Background: an optimization exercise with open tools, aiming at small area. Do not read the settings as production practice.
RTL that was checked went through simulation tests only; none was proved equivalent to the original.
Power is estimated from default activity; no workload was simulated.

==> run E <==
==> flow/design.v (excerpt) <==
module finalproject(clk,rst,keypad_row,keypad_col,dot_row,dot_col,seven_seg);
==> module finalproject, before the edit <==
module finalproject(clk,rst,keypad_row,keypad_col,dot_row,dot_col,seven_seg);
	input clk,rst;
	output [3:0] keypad_row;
	input [3:0] keypad_col;
	output [7:0] dot_row,dot_col;
	output [6:0] seven_seg;
	assign keypad_row = 4'b0000;
	function [3:0] dig(input [7:0] x);
		reg [7:0] p;
		begin
			p = x[6:3] * x[4:1];
			dig = {p[5], p[4], x[7], p[3]};
		end
	endfunction
	function [3:0] hole(input [3:0] d);
		case (d)
			4'hf: hole = 4'd0;  4'he: hole = 4'd1;  4'hd: hole = 4'd2;  4'hc: hole = 4'd3;
			4'hb: hole = 4'd4;  4'h3: hole = 4'd5;  4'h6: hole = 4'd6;  4'h9: hole = 4'd7;
			4'ha: hole = 4'd8;  4'h2: hole = 4'd9;  4'h5: hole = 4'd10; 4'h8: hole = 4'd11;
			4'h0: hole = 4'd12; 4'h1: hole = 4'd13; 4'h4: hole = 4'd14; default: hole = 4'd15;
		endcase
	endfunction
	function [7:0] back(input [7:0] x);
		back = {x[0] ^ x[6] ^ x[5] ^ x[4], x[7:1]};
	endfunction
	reg [3:0] c10;		 
	reg [2:0] c5;		 
	reg [6:0] ph;		 
	reg [2:0] q;		 
	reg started;
	reg [7:0] r;
	reg [15:0] f;
	reg [2:0] e0, e1, e2, e3, e4, e5;
	wire scan = (c10 == 4'd4);
	wire upd = scan & (c5 == 3'd3);
	wire step = (c10 == 4'd9) & (c5 == 3'd0) & (ph == 7'd0);
	wire [3:0] d = dig(r);
	wire [3:0] k = hole(d);
	wire [3:0] x = hole(dig(back(back(back(back(back(r)))))));
	wire clr = ~(e5[1] & e5[0]) & ph[0] & (ph[2:1] == e5[1:0]) & (ph[6:3] == {1'b0, e5[2], e5[2], 1'b0});
	wire setnow = ~f[k];
	always @(posedge clk or negedge rst) begin
		if (~rst) begin
			c10 <= 4'd0;
			c5 <= 3'd0;
			ph <= 7'd50;
			q <= 3'd7;
			started <= 1'b0;
			r <= 8'd1;
			f <= 16'd0;
			e0 <= 3'd3; e1 <= 3'd3; e2 <= 3'd3; e3 <= 3'd3; e4 <= 3'd3; e5 <= 3'd3;
		end else begin
			c10 <= (c10 == 4'd9) ? 4'd0 : c10 + 4'd1;
			if (scan) begin
				c5 <= (c5 == 3'd4) ? 3'd0 : c5 + 3'd1;
				q <= q + 3'd1;
				started <= 1'b1;
			end
			if (upd) begin
				ph <= (ph == 7'd99) ? 7'd0 : ph + 7'd1;
				if (setnow) e0 <= {ph[5], ph[2:1]};
			end
			if (step) begin
				r <= {r[6:0], r[7] ^ r[5] ^ r[4] ^ r[3]};
				e0 <= 3'd3; e1 <= e0; e2 <= e1; e3 <= e2; e4 <= e3; e5 <= e4;
			end
			if (upd) f <= (f & ~({15'd0, clr} << x)) | ({15'd0, setnow} << k);
		end
	end
	assign dot_row = started ? ~(8'h80 >> q) : 8'h00;
	wire [3:0] g = f >> {q[2:1], 2'b00};
	assign dot_col = {g[0], g[0], g[1], g[1], g[2], g[2], g[3], g[3]};
	reg [6:0] seg;
	always @(*) begin
		case (d)
		4'h0: seg = 7'b1000000;
		4'h1: seg = 7'b1111001;
		4'h2: seg = 7'b0100100;
		4'h3: seg = 7'b0110000;
		4'h4: seg = 7'b0011001;
		4'h5: seg = 7'b0010010;
		4'h6: seg = 7'b0000010;
		4'h7: seg = 7'b1111000;
		4'h8: seg = 7'b0000000;
		4'h9: seg = 7'b0010000;
		4'ha: seg = 7'b0001000;
		4'hb: seg = 7'b0000011;
		4'hc: seg = 7'b1000110;
		4'hd: seg = 7'b0100001;
		4'he: seg = 7'b0000110;
		default: seg = 7'b0001110;
		endcase
	end
	assign seven_seg = seg;
endmodule
==> flow/config.mk <==
export PLATFORM = sky130hd
export DESIGN_NAME = finalproject
export DESIGN_NICKNAME = finalproject
export VERILOG_FILES = /design/flow/design.v
export SDC_FILE = /design/flow/constraint.sdc
export NUM_CORES = 4
export LEC_CHECK = 0
export CAP_MARGIN = 20
export CORE_MARGIN = 2
export CORE_UTILIZATION = 40
export PLACE_DENSITY = 0.6
export SLEW_MARGIN = 20
==> flow/constraint.sdc <==
create_clock -name core_clock -period 10.0 [get_ports {clk}]
set_input_delay 2.0000 -clock core_clock [delete_from_list [all_inputs] [get_ports {clk}]]
set_output_delay 2.0000 -clock core_clock [all_outputs]
set_load 0.01 [all_outputs]
run.sh (not shown) runs the stock make flow with config.mk's settings and CLKGATE_MAP_FILE= SYNTH_SCRIPT=/design/flow/synth_recipe.tcl, a recipe that flattens the netlist after the stock synthesis.
==> run F (differences from run E) <==
==> flow/design.v (replaced) <==
module finalproject(clk,rst,keypad_row,keypad_col,dot_row,dot_col,seven_seg);
	input clk,rst;
	output [3:0] keypad_row;
	input [3:0] keypad_col;
	output [7:0] dot_row,dot_col;
	output [6:0] seven_seg;
	assign keypad_row = 4'b0000;
	function [3:0] dig(input [7:0] x);
		reg [7:0] p;
		begin
			p = x[6:3] * x[4:1];
			dig = {p[5], p[4], x[7], p[3]};
		end
	endfunction
	function [7:0] back(input [7:0] x);
		back = {x[0] ^ x[6] ^ x[5] ^ x[4], x[7:1]};
	endfunction
	reg [3:0] c10;		 
	reg [2:0] c5;		 
	reg [6:0] ph;		 
	reg [2:0] q;		 
	reg [7:0] r;
	reg [15:0] f;
	reg fp;			 
	wire scan = (c10 == 4'd4);
	wire upd = scan & (c5 == 3'd3);
	wire step = (c10 == 4'd9) & (c5 == 3'd5) & (ph == 7'd0);
	wire [3:0] d = dig(r);
	wire [3:0] x = dig(back(back(back(back(back(r))))));
	wire [7:0] y = {r[7], r[6], r[5], r[4], r[3], r[2], r[1], r[0]};
	wire ta = (y[0] & y[2] & ~y[3] & ~y[4] & y[6] & y[7]) | (y[1] & ~y[3] & y[4] & ~y[5] & ~y[6] & ~y[7]) | (~y[0] & y[1] & y[2] & ~y[3] & y[4] & y[5] & y[6]) | (~y[0] & y[2] & y[3] & y[4] & ~y[5] & ~y[6] & ~y[7]) | (y[1] & y[2] & y[3] & ~y[4] & ~y[5] & ~y[6] & y[7]) | (y[0] & y[1] & y[2] & ~y[3] & ~y[4] & y[6]) | (y[0] & ~y[1] & ~y[2] & ~y[3] & y[4] & ~y[5] & ~y[7]) | (~y[0] & y[1] & ~y[2] & y[4] & y[5] & y[6] & y[7]) | (y[0] & y[1] & ~y[2] & ~y[4] & y[5] & ~y[6] & ~y[7]) | (y[0] & y[1] & y[2] & ~y[4] & y[5] & y[6] & ~y[7]) | (y[0] & ~y[1] & ~y[2] & ~y[3] & y[5] & y[6] & ~y[7]) | (y[0] & y[1] & ~y[2] & ~y[3] & ~y[4] & ~y[5] & ~y[6]) | (~y[0] & ~y[1] & ~y[3] & ~y[4] & ~y[5] & ~y[6] & ~y[7]) | (~y[0] & ~y[1] & y[2] & y[3] & ~y[4] & y[5] & y[7]) | (~y[0] & y[1] & y[2] & y[3] & y[4] & ~y[6] & ~y[7]) | (y[0] & ~y[2] & ~y[3] & y[4] & y[5] & ~y[6] & y[7]) | (~y[0] & y[1] & y[2] & y[3] & ~y[4] & ~y[6] & y[7]) | (~y[0] & y[1] & y[2] & y[3] & ~y[4] & y[6] & ~y[7]) | (~y[0] & y[1] & ~y[2] & ~y[3] & ~y[4] & ~y[5] & y[6]) | (~y[0] & ~y[1] & ~y[2] & ~y[3] & ~y[4] & y[5] & y[6] & y[7]) | (y[0] & ~y[1] & y[2] & y[3] & ~y[4] & ~y[5] & ~y[6] & ~y[7]) | (~y[0] & ~y[1] & ~y[2] & y[3] & ~y[4] & ~y[5] & y[6] & ~y[7]);
	wire tb = (~y[0] & y[1] & y[2] & y[3] & ~y[4] & ~y[6] & y[7]) | (y[0] & ~y[2] & y[4] & ~y[5] & ~y[6] & ~y[7]) | (y[0] & y[1] & y[2] & ~y[3] & ~y[4] & y[6] & ~y[7]) | (~y[0] & ~y[1] & y[2] & y[3] & y[4] & ~y[5] & y[6]) | (y[0] & ~y[1] & ~y[2] & ~y[3] & y[4] & ~y[5] & ~y[7]) | (y[0] & y[1] & ~y[2] & ~y[4] & y[5] & ~y[6] & ~y[7]) | (y[0] & y[1] & ~y[2] & ~y[3] & ~y[4] & ~y[5] & ~y[6]) | (y[0] & ~y[2] & ~y[3] & y[4] & y[5] & ~y[6] & y[7]) | (~y[0] & y[1] & y[2] & y[3] & ~y[4] & y[6] & ~y[7]) | (~y[0] & y[1] & y[2] & ~y[3] & y[4] & y[5] & y[6] & ~y[7]) | (~y[0] & y[1] & y[2] & y[3] & y[4] & y[5] & ~y[6] & ~y[7]) | (y[0] & ~y[1] & y[2] & y[3] & ~y[4] & ~y[5] & ~y[6] & ~y[7]);
	wire ov_n = fp & ((r == 8'd8) | (r == 8'd28));
	wire ov_51 = fp & (r == 8'd35);
	wire ov_53 = fp & (r == 8'd113);
	wire hi = ov_51 | ov_53;
	wire t1 = ov_n | ov_51 | (~ov_53 & ta);
	wire t2 = ov_n | ov_53 | (~ov_51 & tb);
	wire clr = ~(t1 & t2) & ph[0] & (ph[2:1] == {t2, t1}) & (ph[6:3] == {1'b0, hi, hi, 1'b0});
	wire [15:0] sel = 16'd1 << d;
	wire [15:0] xs = 16'd1 << x;
	always @(posedge clk or negedge rst) begin
		if (~rst) begin
			c10 <= 4'd0;
			c5 <= 3'd0;
			ph <= 7'd50;
			q <= 3'd7;
			r <= 8'd1;
			f <= 16'd0;
			fp <= 1'b1;
		end else begin
			c10 <= (c10 == 4'd9) ? 4'd0 : c10 + 4'd1;
			if (scan) begin
				c5 <= (c5 == 3'd5) ? 3'd1 : c5 + 3'd1;
				q <= q + 3'd1;
			end
			if (upd) begin
				ph <= (ph == 7'd99) ? 7'd0 : ph + 7'd1;
				f <= (f & ~(xs & {16{clr}})) | (sel & ~f);
			end
			if (step) begin
				r <= {r[6:0], r[7] ^ r[5] ^ r[4] ^ r[3]};
				if (ov_53) fp <= 1'b0;
			end
		end
	end
	assign dot_row = (c5 != 3'd0) ? ~(8'h80 >> q) : 8'h00;
	wire [3:0] cg0 = {f[0], f[10], f[11], f[15]};
	wire [3:0] cg1 = {f[1], f[2], f[3], f[14]};
	wire [3:0] cg2 = {f[4], f[5], f[6], f[13]};
	wire [3:0] cg3 = {f[7], f[8], f[9], f[12]};
	wire [3:0] g = {cg0[q[2:1]], cg1[q[2:1]], cg2[q[2:1]], cg3[q[2:1]]};
	assign dot_col = {g[3], g[3], g[2], g[2], g[1], g[1], g[0], g[0]};
	reg [6:0] seg;
	always @(*) begin
		case (d)
		4'h0: seg = 7'b1000000;
		4'h1: seg = 7'b1111001;
		4'h2: seg = 7'b0100100;
		4'h3: seg = 7'b0110000;
		4'h4: seg = 7'b0011001;
		4'h5: seg = 7'b0010010;
		4'h6: seg = 7'b0000010;
		4'h7: seg = 7'b1111000;
		4'h8: seg = 7'b0000000;
		4'h9: seg = 7'b0010000;
		4'ha: seg = 7'b0001000;
		4'hb: seg = 7'b0000011;
		4'hc: seg = 7'b1000110;
		4'hd: seg = 7'b0100001;
		4'he: seg = 7'b0000110;
		default: seg = 7'b0001110;
		endcase
	end
	assign seven_seg = seg;
endmodule
==> run P (differences from run E) <==
==> flow/design.v (replaced) <==
module finalproject(clk,rst,keypad_row,keypad_col,dot_row,dot_col,seven_seg);
	input clk,rst;
	output [3:0] keypad_row;
	input [3:0] keypad_col;
	output [7:0] dot_row,dot_col;
	output [6:0] seven_seg;
	assign keypad_row = 4'b0000;
	function [3:0] dig(input [7:0] x);
		reg [7:0] p;
		begin
			p = x[6:3] * x[4:1];
			dig = {p[5], p[4], x[7], p[3]};
		end
	endfunction
	function [7:0] back(input [7:0] x);
		back = {x[0] ^ x[6] ^ x[5] ^ x[4], x[7:1]};
	endfunction
	reg [3:0] c10;		 
	reg [2:0] c5;		 
	reg [6:0] ph;		 
	reg [2:0] q;		 
	reg [7:0] r;
	reg [15:0] f;
	reg fp;			 
	wire scan = (c10 == 4'd4);
	wire upd = scan & (c5 == 3'd3);
	wire step = (c10 == 4'd9) & (c5 == 3'd5) & (ph == 7'd0);
	wire [3:0] d = dig(r);
	wire [3:0] x = dig(back(back(back(back(back(r))))));
	wire [8:0] y = {fp, r[7], r[6], r[5], r[4], r[3], r[2], r[1], r[0]};
	wire ta = (~y[4] & y[8]) |
		(~y[0] & y[2] & y[3] & y[4] & ~y[5] & ~y[6] & ~y[7]) |
		(y[0] & y[1] & y[2] & ~y[3] & ~y[4] & y[6]) |
		(y[1] & ~y[3] & y[4] & ~y[5] & ~y[6] & ~y[7]) |
		(y[1] & y[2] & y[3] & ~y[4] & ~y[5] & ~y[6] & y[7]) |
		(~y[0] & y[1] & y[2] & ~y[3] & y[4] & y[5] & y[6]) |
		(y[0] & ~y[1] & y[2] & ~y[3] & y[6] & y[7]) |
		(~y[0] & y[2] & y[3] & ~y[4] & y[5] & ~y[6] & y[7]) |
		(~y[0] & y[1] & ~y[2] & y[4] & y[5] & y[6] & y[7]) |
		(y[0] & y[1] & ~y[2] & ~y[4] & y[5] & ~y[6] & ~y[7]) |
		(y[0] & y[1] & y[2] & ~y[4] & y[5] & y[6] & ~y[7]) |
		(y[0] & y[1] & ~y[2] & ~y[3] & ~y[4] & ~y[5] & ~y[6]) |
		(~y[0] & ~y[1] & y[2] & y[3] & ~y[4] & y[5] & y[7]) |
		(~y[0] & y[1] & y[2] & y[3] & ~y[4] & y[6] & ~y[7]) |
		(~y[0] & y[1] & ~y[2] & ~y[3] & ~y[4] & ~y[5] & y[6]) |
		(y[0] & ~y[1] & ~y[2] & ~y[3] & y[4] & ~y[5] & ~y[7]) |
		(~y[0] & ~y[1] & ~y[3] & ~y[4] & ~y[5] & ~y[6] & ~y[7]) |
		(~y[0] & y[1] & y[2] & y[3] & y[4] & ~y[6] & ~y[7]) |
		(y[0] & ~y[2] & ~y[3] & y[4] & y[5] & ~y[6] & y[7]) |
		(~y[0] & ~y[1] & ~y[2] & y[3] & ~y[4] & ~y[5] & y[6] & ~y[7]) |
		(y[0] & ~y[1] & y[2] & y[3] & ~y[4] & ~y[5] & ~y[6] & ~y[7]) |
		(y[0] & ~y[1] & ~y[2] & ~y[3] & y[5] & y[6] & ~y[7] & ~y[8]) |
		(~y[0] & ~y[1] & ~y[2] & ~y[3] & ~y[4] & y[5] & y[6] & y[7]);
	wire tb = (~y[5] & y[8]) |
		(y[0] & ~y[1] & ~y[2] & ~y[3] & y[4] & y[6] & ~y[7]) |
		(~y[0] & y[1] & y[2] & y[3] & ~y[4] & ~y[6] & y[7]) |
		(y[0] & ~y[2] & y[4] & ~y[5] & ~y[6] & ~y[7]) |
		(y[0] & y[1] & y[2] & ~y[3] & ~y[4] & y[6] & ~y[7]) |
		(~y[0] & ~y[1] & y[2] & y[3] & y[4] & ~y[5] & y[6]) |
		(y[0] & y[1] & ~y[2] & ~y[3] & ~y[4] & ~y[5] & ~y[6]) |
		(y[0] & ~y[2] & ~y[3] & y[4] & y[5] & ~y[6] & y[7]) |
		(~y[0] & y[1] & y[2] & y[3] & ~y[4] & y[6] & ~y[7]) |
		(~y[0] & y[1] & y[2] & ~y[3] & y[4] & y[5] & y[6] & ~y[7]) |
		(y[0] & y[1] & ~y[2] & ~y[4] & y[5] & ~y[6] & ~y[7] & ~y[8]) |
		(~y[0] & y[1] & y[2] & y[3] & y[4] & y[5] & ~y[6] & ~y[7]) |
		(y[0] & ~y[1] & y[2] & y[3] & ~y[4] & ~y[5] & ~y[6] & ~y[7]);
	wire hi = (~y[3] & y[8]);
	wire clr = ~(ta & tb) & ph[0] & (ph[2:1] == {tb, ta}) & (ph[6:3] == {1'b0, hi, hi, 1'b0});
	wire [15:0] sel = 16'd1 << d;
	wire [15:0] xs = 16'd1 << x;
	always @(posedge clk or negedge rst) begin
		if (~rst) begin
			c10 <= 4'd0;
			c5 <= 3'd0;
			ph <= 7'd50;
			q <= 3'd7;
			r <= 8'd1;
			f <= 16'd0;
			fp <= 1'b1;
		end else begin
			c10 <= (c10 == 4'd9) ? 4'd0 : c10 + 4'd1;
			if (scan) begin
				c5 <= (c5 == 3'd5) ? 3'd1 : c5 + 3'd1;
				q <= q + 3'd1;
			end
			if (upd) begin
				ph <= (ph == 7'd99) ? 7'd0 : ph + 7'd1;
				f <= (f | sel) & ~(xs & {16{clr}});
				if (clr & hi & ph[2]) fp <= 1'b0;
			end
			if (step)
				r <= {r[6:0], r[7] ^ r[5] ^ r[4] ^ r[3]};
		end
	end
	assign dot_row = (c5 != 3'd0) ? ~(8'h80 >> q) : 8'h00;
	wire [3:0] cg0 = {f[0], f[10], f[11], f[15]};
	wire [3:0] cg1 = {f[1], f[2], f[3], f[14]};
	wire [3:0] cg2 = {f[4], f[5], f[6], f[13]};
	wire [3:0] cg3 = {f[7], f[8], f[9], f[12]};
	wire [3:0] g = {cg0[q[2:1]], cg1[q[2:1]], cg2[q[2:1]], cg3[q[2:1]]};
	assign dot_col = {g[3], g[3], g[2], g[2], g[1], g[1], g[0], g[0]};
	reg [6:0] seg;
	always @(*) begin
		case (d)
		4'h0: seg = 7'b1000000;
		4'h1: seg = 7'b1111001;
		4'h2: seg = 7'b0100100;
		4'h3: seg = 7'b0110000;
		4'h4: seg = 7'b0011001;
		4'h5: seg = 7'b0010010;
		4'h6: seg = 7'b0000010;
		4'h7: seg = 7'b1111000;
		4'h8: seg = 7'b0000000;
		4'h9: seg = 7'b0010000;
		4'ha: seg = 7'b0001000;
		4'hb: seg = 7'b0000011;
		4'hc: seg = 7'b1000110;
		4'hd: seg = 7'b0100001;
		4'he: seg = 7'b0000110;
		default: seg = 7'b0001110;
		endcase
	end
	assign seven_seg = seg;
endmodule
==> flow/flow/run.sh (new file) <==
#!/bin/bash
set -euo pipefail
bash standard.sh "BUFFER_PORTS_ARGS=-buffer_cell sky130_fd_sc_hd__buf_1" finish > standard_flow.log 2>&1
==> flow/standard.sh (new file) <==
#!/bin/bash
# synth_recipe.tcl (not shown) runs the flow's synth.tcl, then flattens the netlist and writes it again
# the make line also repeats each setting of config.mk as NAME=value (left out here)
make -C /OpenROAD-flow-scripts/flow DESIGN_CONFIG=/design/flow/config.mk WORK_HOME=/design/flow/orfs CLKGATE_MAP_FILE= SYNTH_SCRIPT=/design/flow/synth_recipe.tcl "${@:-finish}"
removed: flow/run.sh
==> qor summary <==
item                                                     run E          run F          run P
Chip width                                            106.3 um       100.8 um       100.6 um
Share of synthesized area spent on multiplexers         6.422%         5.914%         5.161%
Post-synth cell types                                       53             60             64
Cell count after placement                                 597            513            511
Peak per-stage delay on the critical path              0.50 ns        0.83 ns        0.85 ns
M1 wire length                                         3894 um        3951 um        3896 um
Met3 demand-to-capacity share in global routing         3.495%         2.705%         2.566%
Routed wire length on met3                              296 um         272 um         305 um
Status                        no timing/DRC/antenna violations  no timing/DRC/antenna violations  no timing/DRC/antenna violations
Worst reg-to-reg setup slack                           4.86 ns        4.96 ns        5.36 ns
FF/Latch Area                                       1525 sq um     1061 sq um     1061 sq um
Part of the power in registers                           51.5%          58.8%          58.9%
Buffers excl. clock                                         26             29             26
Leakage                                               2.141 nW       1.760 nW       1.598 nW
Hpwl dp                                                5865 um        5636 um        5763 um
Skew-Pair Late Insertion Delay                         0.33 ns        0.30 ns        0.30 ns
Nonclk inv count                                            27             20             20
Overall Global Routing Usage                            16.14%         16.92%         16.04%
Core area                                          10230 sq um     9153 sq um     9153 sq um
Total power per unit cell area                   100.9 nW/um^2  70.78 nW/um^2  74.03 nW/um^2
The RTL of run P was laid out without a check of its function.

afterwards: timing with drivers on the ports:
The results above use ideal ports. As a check the final layouts listed here were re-extracted and re-timed, cells and wires unchanged.
Step 1: set_driving_cell puts a clkbuf_16 on clk and a buf_2 on each other input, an assumption about the parent block.
Step 2 adds t to the input delays and takes it off the output delays; t is the mean of the earliest and latest rising clock arrival at the registers after step 1. Input paths then give back, and output paths get back, about the clock's delay inside the block.
Three values: ideal, step 1, step 2; two values: the first two.
| run | t (ns) | slack for setup (ns) | clock arrival spread, ns | slew at the worst register clock pin (ns) |
|---|---|---|---|---|
| run E | 0.355 | 3.928 / 3.898 / 4.254 | 0.004 / 0.003 | 0.07 / 0.07 |
| run F | 0.322 | 3.843 / 3.815 / 4.137 | 0.007 / 0.008 | 0.08 / 0.08 |
| run P | 0.326 | 4.051 / 4.022 / 4.347 | 0.014 / 0.015 | 0.10 / 0.10 |
After both steps every run listed still meets setup and hold.
